What follows belongs to an exercise in optimizing a design on an open flow for small area; a production flow would make more cautious choices.
Function was checked by simulation only, so behaviour that the tests miss may differ from the original.
Power figures rest on the tool's default switching activity, not on a simulated workload.

==> design.v <==
module i2c (
    input  wire        clk,
    input  wire        rst,
    input  wire        sda_i,
    output wire        sda_o,
    output wire        sda_oe,
    output wire        scl,
    output reg  [15:0] lux
);
    localparam [6:0] S24  = 7'd87;
    localparam [6:0] S39  = 7'd105;
    localparam [6:0] S106 = 7'd34;
    localparam [6:0] S124 = 7'd80;
    localparam [8:0] WSEED = 9'd89;     
    localparam [8:0] W0    = 9'd121;    
    localparam [8:0] WM    = 9'd309;    
    localparam [1:0] Q0 = 2'b00, Q1 = 2'b01, Q2 = 2'b11, Q3 = 2'b10;
    localparam [3:0] P_IDLE   = 4'b0000;   
    localparam [3:0] P_IDLEM  = 4'b0001;   
    localparam [3:0] P_IDLEL  = 4'b0011;   
    localparam [3:0] P_STOPR  = 4'b0101;   
    localparam [3:0] P_START  = 4'b0110;
    localparam [3:0] P_STOP   = 4'b0111;
    localparam [3:0] P_ADDR   = 4'b1000;
    localparam [3:0] P_OPC    = 4'b1001;
    localparam [3:0] P_MACK   = 4'b1010;
    localparam [3:0] P_MNACK  = 4'b1011;
    localparam [3:0] P_ACK1   = 4'b1100;
    localparam [3:0] P_ACK2   = 4'b1101;
    localparam [3:0] P_RDH    = 4'b1110;
    localparam [3:0] P_RDL    = 4'b1111;
    reg [6:0]  s;
    reg [1:0]  q;
    reg [3:0]  ph;
    reg [3:0]  bi;       
    reg        sda_r;    
    reg [8:0]  sh;
    reg [6:0]  ring;     
    wire hi0      = (s[6:1] == 6'd0);
    wire at0      = hi0 & ~s[0];
    wire at1      = hi0 & s[0];
    wire tick     = (s == S124);
    wire en_low   = ph[3] & ph[2];
    wire idle     = ~ph[3] & ~ph[2];
    wire in_ack   = (ph == P_ACK1) | (ph == P_ACK2);
    wire byte_ph  = (ph == P_ADDR) | (ph == P_OPC) | (ph == P_RDH) | (ph == P_RDL);
    wire tx_ph    = (ph == P_ADDR) | (ph == P_OPC);
    wire stop_ph  = (ph == P_STOP) | (ph == P_STOPR);
    wire slot_end = tick & (q == Q3);
    wire q1_end   = tick & (q == Q1);
    wire last_bit = bi[3] & ~bi[2];
    wire rd       = ~sh[6];              
    wire ack      = sda_r;               
    wire idle_end = ((ph == P_IDLE)  & (q == Q2) & at0) |
                    ((ph == P_IDLEM) & (q == Q3) & (s == S39) &
                     (sh[7] == WM[7]) & (sh[6] == WM[6]) & (sh[4] == WM[4]) &
                     (sh[2] == WM[2]) & (sh[1] == WM[1])) |
                    ((ph == P_IDLEL) & (q == Q0) & (s == S106) & (sh[8:0] == W0));
    wire j0  = bi[3] & ~bi[2];
    wire j12 = bi[2] & ~bi[0];
    wire j5  = bi[1] & ~bi[2];
    wire j6  = bi[0] & ~bi[1];
    wire bit_v = (ph == P_ADDR) ? (j6 | j12 | (j0 & rd))           
                                : ((j0 & ~sh[3]) | (j12 & sh[2]) | (j5 & ~sh[5]));
    assign sda_o  = sda_r;
    assign sda_oe = ~en_low;
    assign scl    = idle | q[0] | (stop_ph & q[1]);
    reg [3:0] ph_n;
    always @* begin
        ph_n = ph;
        case (ph)
            P_IDLE, P_IDLEM, P_IDLEL:
                      if (idle_end) ph_n = P_START;
            P_START:  if (slot_end) ph_n = P_ADDR;
            P_ADDR:   if (slot_end && last_bit) ph_n = P_ACK1;
            P_ACK1:   if (slot_end && ack) ph_n = rd ? P_RDH : P_OPC;
            P_OPC:    if (slot_end && last_bit) ph_n = P_ACK2;
            P_ACK2:   if (slot_end && ack) ph_n = P_STOP;
            P_RDH:    if (slot_end && last_bit) ph_n = P_MACK;
            P_MACK:   if (slot_end) ph_n = P_RDL;
            P_RDL:    if (slot_end && last_bit) ph_n = P_MNACK;
            P_MNACK:  if (slot_end) ph_n = P_STOPR;
            P_STOP:   if (slot_end) ph_n = sh[6] ? P_IDLE : P_IDLEM;
            P_STOPR:  if (slot_end) ph_n = P_IDLEL;
            default:  ph_n = ph;
        endcase
    end
    always @(posedge clk) begin
        if (rst)
            ph <= P_STOP;    
        else
            ph <= ph_n;
    end
    always @(posedge clk) begin
        if (rst || tick || idle_end)
            s <= 7'd0;
        else
            s <= {s[5:0], ~(s[6] ^ s[5])};
    end
    always @(posedge clk) begin
        if (rst || idle_end)
            q <= Q2;
        else if (tick && !(in_ack && q == Q3 && !ack))
            q <= {q[0], ~q[1]};
    end
    always @(posedge clk) begin
        if (rst)
            bi <= 4'b0000;
        else if (slot_end && byte_ph)
            bi <= {bi[2:0], ~bi[3]};
    end
    always @(posedge clk) begin
        if (rst)
            sda_r <= 1'b1;
        else if (in_ack)
            sda_r <= !slot_end && (sda_r || (!sda_i && (q == Q1 || (!tick && q != Q0))));
        else if (at0 && q == Q0)
            sda_r <= tx_ph ? bit_v : (idle || ph == P_MNACK);
        else if (at0 && q == Q2 && ph == P_START)
            sda_r <= 1'b0;
        else if (s == S24 && q == Q3 && tx_ph)
            sda_r <= 1'b0;
        else if (q1_end && stop_ph)
            sda_r <= 1'b1;
    end
    wire sh_step = q1_end &&
                   (ph == P_RDH || ph == P_RDL || ph == P_IDLEM || ph == P_IDLEL ||
                    ph == P_STOP);
    wire sh_in   = en_low ? sda_i : ~(sh[8] ^ sh[4]);
    always @(posedge clk) begin
        if (rst)
            sh <= W0;
        else if (ph == P_STOPR && slot_end)
            sh <= WSEED;
        else if (sh_step)
            sh <= {sh[7:0], sh_in};
    end
    always @(posedge clk)
        ring <= {ring[5:0], sh_step ? sh[8] : ring[6]};
    always @(posedge clk) begin
        if (rst)
            lux <= 16'h0;
        else if (ph == P_STOPR && q == Q2 && at1)
            lux <= {ring[4], ring[1], ring[5], ring[2], ring[6], ring[3], ring[0], sh};
    end
endmodule
module i2c_control (
    input  logic clk,
    input  logic rst,
    input  logic [7:0] sda_i,
    output logic [7:0] sda_o,
    output logic [7:0] sda_oe,
    output logic [7:0] scl,
    output logic [127:0] data_o
);
    genvar i;
    generate
        for (i = 0; i < 8; i = i + 1) begin : g_ch
            i2c U (
                .clk    (clk),
                .rst    (rst),
                .sda_i  (sda_i[i]),
                .sda_o  (sda_o[i]),
                .sda_oe (sda_oe[i]),
                .scl    (scl[i]),
                .lux    (data_o[16*i +: 16])
            );
        end
    endgenerate
endmodule
module top (
    input  logic clk,
    input  logic rst,
    output logic builtin_led,
    input  logic [7:0] sda_i,
    output logic [7:0] sda_o,
    output logic [7:0] sda_oe,
    output logic [7:0] scl,
    output logic [127:0] lux_data
);
    localparam [17:0] LEND = 18'd56963;
    logic [17:0] lc;
    logic        lend;
    assign lend = (lc == LEND);
    always_ff @(posedge clk) begin
        if (rst || lend)
            lc <= 18'd0;
        else
            lc <= {lc[16:0], ~(lc[17] ^ lc[10])};
    end
    always_ff @(posedge clk) begin
        if (rst)
            builtin_led <= 1'b0;
        else if (lend)
            builtin_led <= ~builtin_led;
    end
    i2c_control u_i2c_control (
        .clk    (clk),
        .rst    (rst),
        .sda_i  (sda_i),
        .sda_o  (sda_o),
        .sda_oe (sda_oe),
        .scl    (scl),
        .data_o (lux_data)
    );
endmodule
==> flow/run.sh <==
#!/bin/bash
# Standard ORFS layout with port buffers made of the smallest buffer cell
# and a clock tree with larger sink clusters and no dummy loads.
set -euo pipefail
bash standard.sh "BUFFER_PORTS_ARGS=-buffer_cell sky130_fd_sc_hd__buf_1" \
  "CTS_ARGS=-sink_clustering_enable -repair_clock_nets -dont_use_dummy_load -sink_clustering_size 30 -sink_clustering_max_diameter 100" \
  finish > make_finish.log 2>&1
==> standard.sh <==
#!/bin/bash
# synth_recipe.tcl (not shown) runs the flow's synth.tcl, then flattens the netlist and writes it again
# the make line also repeats each setting of config.mk as NAME=value (left out here)
make -C /OpenROAD-flow-scripts/flow DESIGN_CONFIG=/design/flow/config.mk WORK_HOME=/design/flow/orfs CLKGATE_MAP_FILE= SYNTH_SCRIPT=/design/flow/synth_recipe.tcl "${@:-finish}"
==> config.mk <==
export PLATFORM = sky130hd
export DESIGN_NAME = top
export DESIGN_NICKNAME = top
export VERILOG_FILES = /design/flow/design.v
export SDC_FILE = /design/flow/constraint.sdc
export NUM_CORES = 4
export LEC_CHECK = 0
export CAP_MARGIN = 20
export CORE_MARGIN = 2
export CORE_UTILIZATION = 40
export SLEW_MARGIN = 20
==> constraint.sdc <==
create_clock -name core_clock -period 10.0 [get_ports {clk}]
set_input_delay 2.0000 -clock core_clock [delete_from_list [all_inputs] [get_ports {clk}]]
set_output_delay 2.0000 -clock core_clock [all_outputs]
set_load 0.01 [all_outputs]
==> flow_metrics.tcl, run 1 <==
set metrics [dict create \
    arrival_ns 2.00 \
    cts_sinks 419 \
    cts_tree "built" \
    dpl-instance-area_sq_mm 0.01921 \
    min_from "u_i2c_control.g_ch[1].U.ring[2]" \
    wl_per_cell_microns 15.80 \
    whs_endpoint "u_i2c_control.g_ch[1].U.ring[3]" \
    finalWirelength_microns 42840 \
    die_x_microns 218.7 \
    synthAdderAreaFrac 0.005427 \
    yosys.area.top_type "dfxtp_1" \
    use_met2 0.3006 \
    diodes 0 \
    synth_top_family_by_area "simple AND/OR/NAND/NOR gates" \
    fin_crit_sh 0.4000 \
    cts_made_buffers 19 \
    fin_crit_ns 4.000 \
    required_ns 8.00 \
    via_per_inst 5.428 \
    clk_pin_slew_ns 0.11 \
    slowest_delay_ns 0.69 \
    hold_buffers 0 \
    r2r_end "u_i2c_control.g_ch[0].U.ring[0]" \
    grt_first_pass_wirelength_microns 71850 \
    placementRows 78 \
    drv_slew 0 \
    area_growth_pct 6.729 \
    fin_cells 2711 \
    power.total_mw 2.824 \
    antenna_found_initial 1 \
    status "finished clean" \
    p_int_mw 2.126 \
    r2r-start "u_i2c_control.g_ch[0].U.s[0]" \
    synth_xor_xnor_area_share 0.009497 \
    die_area_sq_mm 0.04784 \
    crit_type "reg2out" \
    path_delay_family "flip-flops" \
    syn_area_sq_mm 0.01844 \
    crit_buf_inv 2 \
    max_clock_freq_mhz 250.0 \
    grt_usage 0.1767 \
    min_path_type "reg2reg" \
    synth_ff_type "dfxtp_1" \
    grt_pass1_vias 14185 \
    power_switching_uw 698.3 \
    met1_usage 0.2400 \
    place_hpwl_microns 29940 \
    start_kind "flop" \
    yosys.cell_types.count 88 \
    layout_commonest_cell "dfxtp_1" \
    rsz0062_at_grt "no" \
    clockPowerShare 0.302 \
    drt_iter0_drc 866 \
    synth_top_cell_area_share 0.4548 \
    grt.overflow.total 0 \
    final_layout_size_suffix_gt1_frac 0.04121 \
    busiest_layer "met2" \
    syn_inst 2072 \
    post_cts_buffers 0 \
    start_util 0.4056 \
    design_area_sq_mm 0.01969 \
    cp_max_fo 16 \
    final_cell_mix "dfxtp_1 (419), nor2_1 (268), mux2i_1 (201), nand2_1 (200), buf_1 (161)" \
    finalWeightedCongestion 0.8903 \
    ys_seq_area_frac 0.4548 \
    ir_drop_mv 0.09356 \
    skew_ns 0.04300 \
    synth_nets 2090 \
    slowest_stage "dfxtp_1" \
    synth_top_cells_by_area "dfxtp_1 (45%), mux2i_1 (11%), nor2_1 (5.5%), nand2_1 (4.1%), a21oi_1 (2.2%)" \
    synth-simple-area-share 0.2484 \
    combPwrFrac 0.076 \
    dp_cells 2692 \
    p_per_area_mw_per_mm2 143.5 \
    tightest_slew_ns 1.045 \
    synth.mux.area_fraction 0.1146 \
    slew_headroom 0.3034 \
    vias 14716 \
    fp.dieH_microns 218.7 \
    cts_buffer_depth 3 \
    totalNegativeSetupSlack_ns 0 \
    fin_nets 2131 \
    reg2regPathDepth 6 \
    synth_compound_area_frac 0.1160 \
    drc 0 \
    dr.pass1.iters 5 \
    h-tree-depth 1 \
    grt_max_degree 71 \
    setup_viol 0 \
    final_hold_viol_count 0 \
    n_fill_cell 4575 \
    clk_latency_ns 0.55 \
    cts-root-buf "clkbuf_16" \
    ys_async_sr_fraction 0 \
    seqPwrFrac 0.621 \
    r2r_slack_ns 7.31 \
    placement.io_buffers 162 \
    synth_edf_count 0 \
    end_kind "output pin" \
    max_cap_viol_count 0 \
    cts-resized-gates 0 \
    ys_warn_count 2 \
    sw_frac_of_total 0.2473 \
    crit_chain "inv_1 -> a21oi_1 -> o21ai_0 -> buf_1" \
    coreArea_sq_mm 0.04548 \
    ioPinCount 163 \
    synth-seq-cells 419 \
    leakage_nw 7.554 \
    grt_util_met3 0.01865 \
    ant_nets 0 \
    hold_depth 0 \
    avgSynthCellArea_sq_um 8.902 \
    hold_ws_ns 0.3376 \
]
[cell type report]
cell class	instances	area, sq um	share of cell area
Multi-Input combinational cell	1438	9140	0.4643
Inverter	62	232.7	0.01182
Timing Repair Buffer	173	698.2	0.03547
Sequential cell	419	8388	0.4261
Clock buffer	19	475.5	0.02415
Tap cell	600	750.7	0.03814
[registers in the layout (all words and copies together), names as in the netlist]
name	flops
u_i2c_control.g_ch.U.ph	32
lc	18
u_i2c_control.g_ch.U.lux	128
u_i2c_control.g_ch.U.s	56
u_i2c_control.g_ch.U.q	16
u_i2c_control.g_ch.U.sda_r	8
u_i2c_control.g_ch.U.sh	72
builtin_led	1
u_i2c_control.g_ch.U.bi	32
u_i2c_control.g_ch.U.ring	56
[logic make-up (layout without fill, tap and decap cells)]
logic type | after synthesis | count (layout)
simple gates | 875 | 875
flops | 419 | 419
compound gates | 325 | 325
buf+inv | 215 | 254
mux | 210 | 210
xor+xnor | 20 | 20
fa+ha+maj | 8 | 8
[power groups by stage]
stage	clock network (mW)	logic [mW]	registers [mW]
3_5_place_dp	0	0.216	1.79
4_1_cts	0.897	0.217	1.75
2_1_floorplan	0	0.203	1.75
3_3_place_gp	0	0.211	1.79
6_report	0.854	0.216	1.75
5_1_grt	0.958	0.245	1.76
[metrics by stage]
| step | setup WS, ns | util |
|---|---|---|
| 4_1_cts | 5.977 | 0.4328 |
| 5_1_grt | 5.833 | 0.4328 |
| 6_report | 6.000 | 0.4328 |
| 2_1_floorplan | 6.578 | - |
| 3_5_place_dp | 5.458 | 0.4224 |
| 3_3_place_gp | 5.521 | 0.4220 |
[Yosys cell counts (37+ instances only)]
library cell	n
a21oi_1	81
inv_1	62
nor2b_1	38
mux2i_1	201
dfxtp_1	419
and2_1	42
o21ai_0	71
nand2_1	200
nor3_1	37
clkbuf_1	100
nor2_1	268
[per-layer routing]
metal / share of wire / routed length, microns
met3: 0.035 / 1486
met5: 0.00030 / 13
met2: 0.48 / 20440
met4: 0.015 / 657
met1: 0.47 / 20240
[how the worst max path moves through the flow]
stage,cells past startpoint,from,end,slack [ns]
2_1_floorplan,5,u_i2c_control.g_ch[7].U.ph[2],scl[7],6.58
3_3_place_gp,5,rst,u_i2c_control.g_ch[1].U.s[5],5.52
3_5_place_dp,5,rst,u_i2c_control.g_ch[1].U.s[5],5.46
4_1_cts,3,u_i2c_control.g_ch[7].U.ph[2],scl[7],5.98
5_1_grt,5,rst,u_i2c_control.g_ch[1].U.s[5],5.83
6_report,4,u_i2c_control.g_ch[0].U.ph[2],scl[0],6.00
==> run 2, diff against run 1 <==
--- a/design.v
+++ b/design.v
@@ -18,7 +18,7 @@
     localparam [3:0] P_IDLE   = 4'b0000;   
     localparam [3:0] P_IDLEM  = 4'b0001;   
     localparam [3:0] P_IDLEL  = 4'b0011;   
-    localparam [3:0] P_STOPR  = 4'b0101;   
+    localparam [3:0] P_STOPR  = 4'b0010;   
     localparam [3:0] P_START  = 4'b0110;
     localparam [3:0] P_STOP   = 4'b0111;
     localparam [3:0] P_ADDR   = 4'b1000;
@@ -41,7 +41,7 @@
     wire at1      = hi0 & s[0];
     wire tick     = (s == S124);
     wire en_low   = ph[3] & ph[2];
-    wire idle     = ~ph[3] & ~ph[2];
+    wire idle     = (ph == P_IDLE) | (ph == P_IDLEM) | (ph == P_IDLEL);
     wire in_ack   = (ph == P_ACK1) | (ph == P_ACK2);
     wire byte_ph  = (ph == P_ADDR) | (ph == P_OPC) | (ph == P_RDH) | (ph == P_RDL);
     wire tx_ph    = (ph == P_ADDR) | (ph == P_OPC);
==> flow/run.sh (replaced) <==
#!/bin/bash
# Standard ORFS layout with port buffers made of the smallest buffer cell
# and a clock tree with larger sink clusters and no dummy loads.
set -euo pipefail
bash standard.sh "BUFFER_PORTS_ARGS=-buffer_cell sky130_fd_sc_hd__buf_1" \
  "CTS_ARGS=-sink_clustering_enable -repair_clock_nets -dont_use_dummy_load -sink_clustering_size 16 -sink_clustering_max_diameter 60 -buf_list sky130_fd_sc_hd__clkbuf_8 -root_buf sky130_fd_sc_hd__clkbuf_16" \
  finish > make_finish.log 2>&1
==> flow_metrics.tcl, run 2 <==
set metrics [dict create \
    status "finished clean" \
    min_path_type "reg2reg" \
    drt_iter0_drc 981 \
    slowest_stage "dfxtp_1" \
    diodes 0 \
    largest_register_ffs 128 \
    skew_ns 0.06553 \
    crit_chain "inv_1 -> o21ai_0 -> a21oi_1 -> or2_2 -> buf_1" \
    fin_crit_sh 0.4204 \
    clk_latency_ns 0.54 \
    placement.io_buffers 162 \
    tightest_slew_ns 1.042 \
    ys_seq_area_frac 0.4535 \
    antenna_found_initial 0 \
    hold_depth 0 \
    synth_top_cell_area_share 0.4535 \
    synth_top_cells_by_area "dfxtp_1 (45%), nand2_1 (7.6%), mux2i_1 (6.4%), a21oi_1 (4.5%), nor2_1 (4.0%)" \
    via_per_inst 5.393 \
    dr.pass1.iters 5 \
    placementRows 78 \
    drv_slew 0 \
    ir_drop_mv 0.1105 \
    ant_nets 0 \
    post_cts_buffers 0 \
    cts_made_buffers 40 \
    syn_area_sq_mm 0.01850 \
    r2r_slack_ns 7.26 \
    crit_buf_inv 2 \
    clk_pin_slew_ns 0.09 \
    start_util 0.4067 \
    fin_nets 2266 \
    final_cell_mix "dfxtp_1 (419), nand2_1 (373), nor2_1 (198), a21oi_1 (166), buf_1 (161)" \
    wl_per_cell_microns 15.78 \
    rsz0062_at_grt "no" \
    grt_usage 0.1836 \
    ys_warn_count 2 \
    yosysMostFrequentCell "dfxtp_1" \
    leakage_nw 7.832 \
    max_cap_viol_count 0 \
    coreArea_sq_mm 0.04548 \
    reg2regPathDepth 6 \
    die_x_microns 219.0 \
    cts_buffer_depth 3 \
    place_hpwl_microns 30760 \
    ioPinCount 163 \
    r2r-start "u_i2c_control.g_ch[3].U.s[1]" \
    end_kind "output pin" \
    top_register "u_i2c_control.g_ch.U.lux" \
    utilization 0.4356 \
    grt_max_degree 65 \
    p_per_area_mw_per_mm2 164.0 \
    slowest_delay_ns 0.62 \
    layout_commonest_cell "dfxtp_1" \
    cts_sinks 419 \
    totalNegativeSetupSlack_ns 0 \
    vias 15348 \
    fp.dieH_microns 219.0 \
    area_growth_pct 7.102 \
    cp_max_fo 15 \
    yosys.area.top_type "dfxtp_1" \
    r2r_end "u_i2c_control.g_ch[3].U.sda_r" \
    cts_tree "built" \
    syn_inst 2201 \
    pre_cts_ws_ns 5.345 \
    whs_endpoint "u_i2c_control.g_ch[3].U.ring[2]" \
    start_kind "flop" \
    drc 0 \
    cts-root-buf "clkbuf_16" \
    yosys.cell_types.count 83 \
    path_delay_family "flip-flops" \
    largest_registers "u_i2c_control.g_ch.U.lux x128, u_i2c_control.g_ch.U.sh x72" \
    hold_ws_ns 0.3275 \
    ys_async_sr_fraction 0 \
    finalWeightedCongestion 0.8680 \
    cts-resized-gates 0 \
    arrival_ns 2.20 \
    setup_viol 0 \
    slew_headroom 0.3055 \
    synth_edf_count 0 \
    hold_buffers 0 \
    grt_first_pass_wirelength_microns 73500 \
    synth-seq-cells 419 \
    h-tree-depth 2 \
    synth_nets 2219 \
    avgSynthCellArea_sq_um 8.404 \
    grt_pass1_vias 14382 \
    min_from "u_i2c_control.g_ch[3].U.ring[1]" \
    fin_ws_ns 5.796 \
    crit_type "reg2out" \
    fin_crit_ns 4.204 \
    synth_common_cells "dfxtp_1 (419), nand2_1 (373), nor2_1 (198), a21oi_1 (166), clkbuf_1 (128)" \
    n_fill_cell 4632 \
    required_ns 8.00 \
    synth_ff_type "dfxtp_1" \
    max_clock_freq_mhz 237.9 \
    grt.overflow.total 0 \
    finalWirelength_microns 44920 \
    final_layout_size_suffix_gt1_frac 0.03740 \
    die_area_sq_mm 0.04798 \
    final_hold_viol_count 0 \
]
-- run 2: cell types whose count changed in the layout (fill, tap and decap cells not counted), sizes merged, moves of 9 or more --
cell	change
nor3	-9
nand2b	+10
mux2i	-83
a21oi	+86
clkbuf	+21
nand2	+173
nor2	-70
nor4b	-11
-- run 2: layout make-up --
class / instances / area (sq um) / share of cell area
clock buffers: 40 / 606.8 / 0.03063
inverters: 64 / 240.2 / 0.01213
well taps: 600 / 750.7 / 0.03790
repair buffers: 168 / 656.9 / 0.03316
flip-flops and latches: 419 / 8388 / 0.4234
multi-input cells: 1555 / 9168 / 0.4628
-- run 2: logic make-up (layout without fill, tap and decap cells) --
family,Yosys count,after routing,share of synthesized area
adder cells (fa/ha/maj),8,8,0.005412
multiplexers,126,126,0.06873
AO/OA/AOI/OAI,433,433,0.1495
AND/OR/NAND/NOR,969,969,0.2627
buffers and inverters,227,272,0.05121
XOR/XNOR,19,19,0.008997
flip-flops,419,419,0.4535
-- run 2: report_power, final --
group          switching [mW]  internal [mW]
logic                   0.260          0.191
registers               0.135           1.71
clock network           0.551          0.404
total                   0.946           2.30
-- run 2: worst reg2reg max path, cell delays in order (launching register included) --
cell and delay (ns):
dfxtp_1 0.36, or4_1 0.63, nor4b_1 0.68, o311ai_1 0.21
a31oi_1 0.29, o211ai_1 0.13, a221o_1 0.33
-- run 2: worst max-delay path by stage --
stage                                   from                      endpoint  slack (ns)  depth (start not counted)
2_1_floorplan  u_i2c_control.g_ch[1].U.ph[1]                        scl[1]        6.56                          8
3_3_place_gp                             rst  u_i2c_control.g_ch[5].U.s[0]        5.42                          6
3_5_place_dp                             rst  u_i2c_control.g_ch[5].U.s[0]        5.35                          6
4_1_cts        u_i2c_control.g_ch[3].U.ph[1]                        scl[3]        5.75                          5
5_1_grt        u_i2c_control.g_ch[3].U.ph[1]                        scl[3]        5.59                          5
6_report       u_i2c_control.g_ch[3].U.ph[1]                        scl[3]        5.80                          5
-- run 2: per-layer routing --
| metal | track usage | vias up | wire, microns |
|---|---|---|---|
| li1 | - | 7749 | - |
| met1 | 0.2512 | 7225 | 21020 |
| met2 | 0.2972 | 319 | 20700 |
| met3 | 0.03202 | 55 | 2296 |
| met4 | 0.05158 | 0 | 899 |
| met5 | 0 | - | 0 |
-- run 2: metrics by stage --
| step | cell area, sq um | instances | power [mW] |
|---|---|---|---|
| final | 19810 | 2846 | 3.250 |
| after CTS | 19810 | 2846 | 3.296 |
| after floorplan | 18500 | 2201 | 2.229 |
| after global placement | 19200 | 2806 | 2.321 |
| after global routing | 19810 | 2846 | 3.433 |
| after detailed placement | 19200 | 2806 | 2.328 |
==> run 3, diff against run 2 <==
--- a/design.v
+++ b/design.v
@@ -7,18 +7,18 @@
     output wire        scl,
     output reg  [15:0] lux
 );
-    localparam [6:0] S24  = 7'd87;
-    localparam [6:0] S39  = 7'd105;
-    localparam [6:0] S106 = 7'd34;
-    localparam [6:0] S124 = 7'd80;
-    localparam [8:0] WSEED = 9'd89;     
-    localparam [8:0] W0    = 9'd121;    
-    localparam [8:0] WM    = 9'd309;    
+    localparam [6:0] S24  = 7'd22;
+    localparam [6:0] S39  = 7'd66;
+    localparam [6:0] S106 = 7'd47;
+    localparam [6:0] S124 = 7'd112;
+    localparam [8:0] WSEED = 9'd178;    
+    localparam [8:0] W0    = 9'd242;    
+    localparam [8:0] WM    = 9'd107;    
     localparam [1:0] Q0 = 2'b00, Q1 = 2'b01, Q2 = 2'b11, Q3 = 2'b10;
     localparam [3:0] P_IDLE   = 4'b0000;   
     localparam [3:0] P_IDLEM  = 4'b0001;   
     localparam [3:0] P_IDLEL  = 4'b0011;   
-    localparam [3:0] P_STOPR  = 4'b0010;   
+    localparam [3:0] P_STOPR  = 4'b0101;   
     localparam [3:0] P_START  = 4'b0110;
     localparam [3:0] P_STOP   = 4'b0111;
     localparam [3:0] P_ADDR   = 4'b1000;
@@ -41,7 +41,7 @@
     wire at1      = hi0 & s[0];
     wire tick     = (s == S124);
     wire en_low   = ph[3] & ph[2];
-    wire idle     = (ph == P_IDLE) | (ph == P_IDLEM) | (ph == P_IDLEL);
+    wire idle     = ~ph[3] & ~ph[2];
     wire in_ack   = (ph == P_ACK1) | (ph == P_ACK2);
     wire byte_ph  = (ph == P_ADDR) | (ph == P_OPC) | (ph == P_RDH) | (ph == P_RDL);
     wire tx_ph    = (ph == P_ADDR) | (ph == P_OPC);
@@ -49,19 +49,19 @@
     wire slot_end = tick & (q == Q3);
     wire q1_end   = tick & (q == Q1);
     wire last_bit = bi[3] & ~bi[2];
-    wire rd       = ~sh[6];              
+    wire rd       = sh[0];               
     wire ack      = sda_r;               
     wire idle_end = ((ph == P_IDLE)  & (q == Q2) & at0) |
                     ((ph == P_IDLEM) & (q == Q3) & (s == S39) &
-                     (sh[7] == WM[7]) & (sh[6] == WM[6]) & (sh[4] == WM[4]) &
-                     (sh[2] == WM[2]) & (sh[1] == WM[1])) |
+                     (sh[2] == WM[2]) & (sh[3] == WM[3]) & (sh[5] == WM[5]) &
+                     (sh[7] == WM[7]) & (sh[8] == WM[8])) |
                     ((ph == P_IDLEL) & (q == Q0) & (s == S106) & (sh[8:0] == W0));
     wire j0  = bi[3] & ~bi[2];
     wire j12 = bi[2] & ~bi[0];
     wire j5  = bi[1] & ~bi[2];
     wire j6  = bi[0] & ~bi[1];
     wire bit_v = (ph == P_ADDR) ? (j6 | j12 | (j0 & rd))           
-                                : ((j0 & ~sh[3]) | (j12 & sh[2]) | (j5 & ~sh[5]));
+                                : ((j0 & ~sh[4]) | (j12 & sh[3]) | (j5 & ~sh[6]));
     assign sda_o  = sda_r;
     assign sda_oe = ~en_low;
     assign scl    = idle | q[0] | (stop_ph & q[1]);
@@ -80,7 +80,7 @@
             P_MACK:   if (slot_end) ph_n = P_RDL;
             P_RDL:    if (slot_end && last_bit) ph_n = P_MNACK;
             P_MNACK:  if (slot_end) ph_n = P_STOPR;
-            P_STOP:   if (slot_end) ph_n = sh[6] ? P_IDLE : P_IDLEM;
+            P_STOP:   if (slot_end) ph_n = ~sh[0] ? P_IDLE : P_IDLEM;
             P_STOPR:  if (slot_end) ph_n = P_IDLEL;
             default:  ph_n = ph;
         endcase
@@ -95,7 +95,7 @@
         if (rst || tick || idle_end)
             s <= 7'd0;
         else
-            s <= {s[5:0], ~(s[6] ^ s[5])};
+            s <= {s[5:0], ~(s[6] ^ s[0])};
     end
     always @(posedge clk) begin
         if (rst || idle_end)
==> flow/run.sh (replaced) <==
#!/bin/bash
# Standard ORFS layout with port buffers made of the smallest buffer cell
# and a clock tree with larger sink clusters and no dummy loads.
set -euo pipefail
bash standard.sh "BUFFER_PORTS_ARGS=-buffer_cell sky130_fd_sc_hd__buf_1" \
  "CTS_ARGS=-sink_clustering_enable -repair_clock_nets -dont_use_dummy_load -sink_clustering_size 30 -sink_clustering_max_diameter 100" \
  finish > make_finish.log 2>&1
==> flow_metrics.tcl, run 3 <==
set metrics [dict create \
    fp.dieH_microns 216.5 \
    met1_usage 0.2520 \
    cts-resized-gates 0 \
    busiest_layer "met2" \
    layout_commonest_cell "dfxtp_1" \
    ir_drop_mv 0.08962 \
    max_cap_viol_count 0 \
    power.total_mw 2.670 \
    largest_register_ffs 128 \
    yosysMostFrequentCell "dfxtp_1" \
    ys_seq_area_frac 0.4646 \
    start_util 0.4065 \
    arrival_ns 1.93 \
    reg2regPathDepth 7 \
    final_hold_viol_count 0 \
    cp.depth 3 \
    use_met2 0.2754 \
    tightest_slew_ns 1.041 \
    n_fill_cell 4379 \
    leakage_nw 7.697 \
    status "finished clean" \
    fin_crit_sh 0.3927 \
    slew_headroom 0.3040 \
    syn_area_sq_mm 0.01805 \
    totalNegativeSetupSlack_ns 0 \
    cp_max_fo 21 \
    final_layout_size_suffix_gt1_frac 0.03537 \
    yosys.cell_types.count 93 \
    via_per_inst 5.375 \
    wl_per_cell_microns 15.76 \
    fin_crit_ns 3.927 \
    avgSynthCellArea_sq_um 8.833 \
    largest_registers "u_i2c_control.g_ch.U.lux x128, u_i2c_control.g_ch.U.sh x72" \
    synth_common_cells "dfxtp_1 (419), nor2_1 (291), nand2_1 (199), mux2i_1 (193), clkbuf_1 (109)" \
    slowest_stage "dfxtp_1" \
    antenna_found_initial 1 \
    drt_iter0_drc 878 \
    required_ns 8.00 \
    ys_warn_count 2 \
    r2r_slack_ns 7.20 \
    grt_util_met3 0.02863 \
    synth_top_cell_area_share 0.4646 \
    top_register "u_i2c_control.g_ch.U.lux" \
    cts-root-buf "clkbuf_16" \
    cts_tree "built" \
    synth_nets 2054 \
    synth-seq-cells 419 \
    cts_buffer_depth 3 \
    finalWirelength_microns 42320 \
    area_growth_pct 7.124 \
    crit_type "reg2out" \
    grt_max_degree 75 \
    h-tree-depth 1 \
    end_kind "output pin" \
    p_per_area_mw_per_mm2 138.1 \
    hold_depth 0 \
    yosys.area.top_type "dfxtp_1" \
    cts_made_buffers 19 \
    die_area_sq_mm 0.04685 \
    drv_slew 0 \
    crit_chain "a21oi_1 -> or2_2 -> buf_1" \
    place_hpwl_microns 29600 \
    coreArea_sq_mm 0.04441 \
    ys_async_sr_fraction 0 \
    clk_pin_slew_ns 0.11 \
    synth_top_cells_by_area "dfxtp_1 (46%), mux2i_1 (11%), nor2_1 (6.0%), nand2_1 (4.1%), clkbuf_1 (2.3%)" \
    post_cts_buffers 0 \
    placementRows 77 \
    start_kind "flop" \
    cts_sinks 419 \
    rsz0062_at_grt "no" \
    vias 14432 \
    placement.io_buffers 162 \
    crit_buf_inv 1 \
    grt_usage 0.1756 \
    slowest_delay_ns 0.76 \
    max_clock_freq_mhz 254.7 \
    hold_buffers 0 \
    synth_ff_type "dfxtp_1" \
    clk_latency_ns 0.55 \
    synth_edf_count 0 \
    min_path_type "reg2reg" \
    path_delay_family "flip-flops" \
    grt_pass1_vias 13496 \
    grt.overflow.total 0 \
    ant_nets 0 \
    fin_nets 2104 \
    finalWeightedCongestion 0.8682 \
    grt_first_pass_wirelength_microns 70130 \
    syn_inst 2044 \
    final_cell_mix "dfxtp_1 (419), nor2_1 (291), nand2_1 (199), mux2i_1 (193), buf_1 (161)" \
    dr.pass1.iters 5 \
    setup_viol 0 \
    ioPinCount 163 \
    die_x_microns 216.5 \
    skew_ns 0.04901 \
    drc 0 \
]
run 3: worst reg2reg max path, cell delays in order, from the launching register on:
cell       delay [ns]
dfxtp_1          0.45
or3b_4           0.44
or4b_4           0.51
o22ai_4          0.19
a31oi_4          0.15
a2111oi_4        0.59
a31oi_1          0.18
nor4_2           0.22
run 3: path summary, 6_finish.rpt:
check,to,start
setup reg to reg,u_i2c_control.g_ch[6].U.ph[3],u_i2c_control.g_ch[6].U.s[6]
hold / removal,u_i2c_control.g_ch[6].U.ring[2],u_i2c_control.g_ch[6].U.ring[1]
setup / recovery,scl[6],u_i2c_control.g_ch[6].U.ph[2]
hold reg to reg,u_i2c_control.g_ch[6].U.ring[2],u_i2c_control.g_ch[6].U.ring[1]
run 3: logic make-up (layout without fill, tap and decap cells):
kind of cell / after synthesis / count (layout) / synth area share
buffers and inverters: 190 / 238 / 0.04477
muxes: 201 / 201 / 0.1120
and+or+nand+nor: 880 / 880 / 0.2444
DFF: 419 / 419 / 0.4646
AOI/OAI and AO/OA: 329 / 329 / 0.1222
other: 0 / 1 / 0
xor gates and xnor gates: 25 / 25 / 0.01213
run 3: power breakdown:
part	switching, mW	internal (mW)	total [mW]
sequential	0.0311	1.68	1.71
clock	0.505	0.343	0.849
combinational	0.0676	0.0410	0.109
run 3: metrics by stage:
step	cell area [sq um]	std cells	utilization	hold WS (ns)	worst slack [ns]
floorplan	18050	2044	-	0.3301	6.633
global placement	18860	2665	0.4247	0.3331	6.346
detailed placement	18860	2665	0.4247	0.3363	6.278
CTS	19340	2684	0.4354	0.3497	6.076
global route	19340	2684	0.4354	0.3551	5.909
finish	19340	2685	0.4355	0.3429	6.073
run 3: layer usage:
layer | vias to the layer above | part of all wire
met1 | 6850 | 0.49
met3 | 47 | 0.046
li1 | 7274 | -
met5 | - | 0
met2 | 261 | 0.45
met4 | 0 | 0.017
run 3: area by class of cell:
type                            instances  area [sq um]  share of cell area
Multi-Input combinational cell       1435          8875              0.4589
Tap cell                              592         740.7             0.03830
Clock buffer                           19         475.5             0.02458
Sequential cell                       419          8388              0.4337
Antenna cell                            1         2.502           0.0001294
Inverter                               48         180.2            0.009316
Timing Repair Buffer                  171         679.4             0.03513

-- separate check: timing with driven ports --
How much do the figures lean on ideal ports? The routed layouts below were timed once more, with nothing changed but the port constraints. Step 1, drivers: a clkbuf_16 drives clk and a buf_2 each remaining input, both assumed. Step 2 moves the port delays by t, midway between the first and last clock arrival at a register: inputs arrive t later, outputs are due t later. That takes back most of the time a late clock gives input paths. a / b / c = no drivers / after step 1 / after step 2; a / b = the first two.
| run | t, ns | setup slack, ns | worst setup path after step 2 | slew at the worst register clock pin (ns) | cell pins on the clock port's net |
|---|---|---|---|---|---|
| run 1 | 0.585 | 6.000 / 5.946 / 5.520 | input to register | 0.11 / 0.11 | 1 |
| run 2 | 0.566 | 5.796 / 5.742 / 5.431 | input to register | 0.11 / 0.11 | 1 |
| run 3 | 0.578 | 6.073 / 6.019 / 6.324 | input to register | 0.11 / 0.11 | 1 |
After both steps setup and hold are still met in every run listed. For run 1, which loses most, drivers alone change the setup slack by -0.054 ns; drivers and shift together by -0.480 ns.
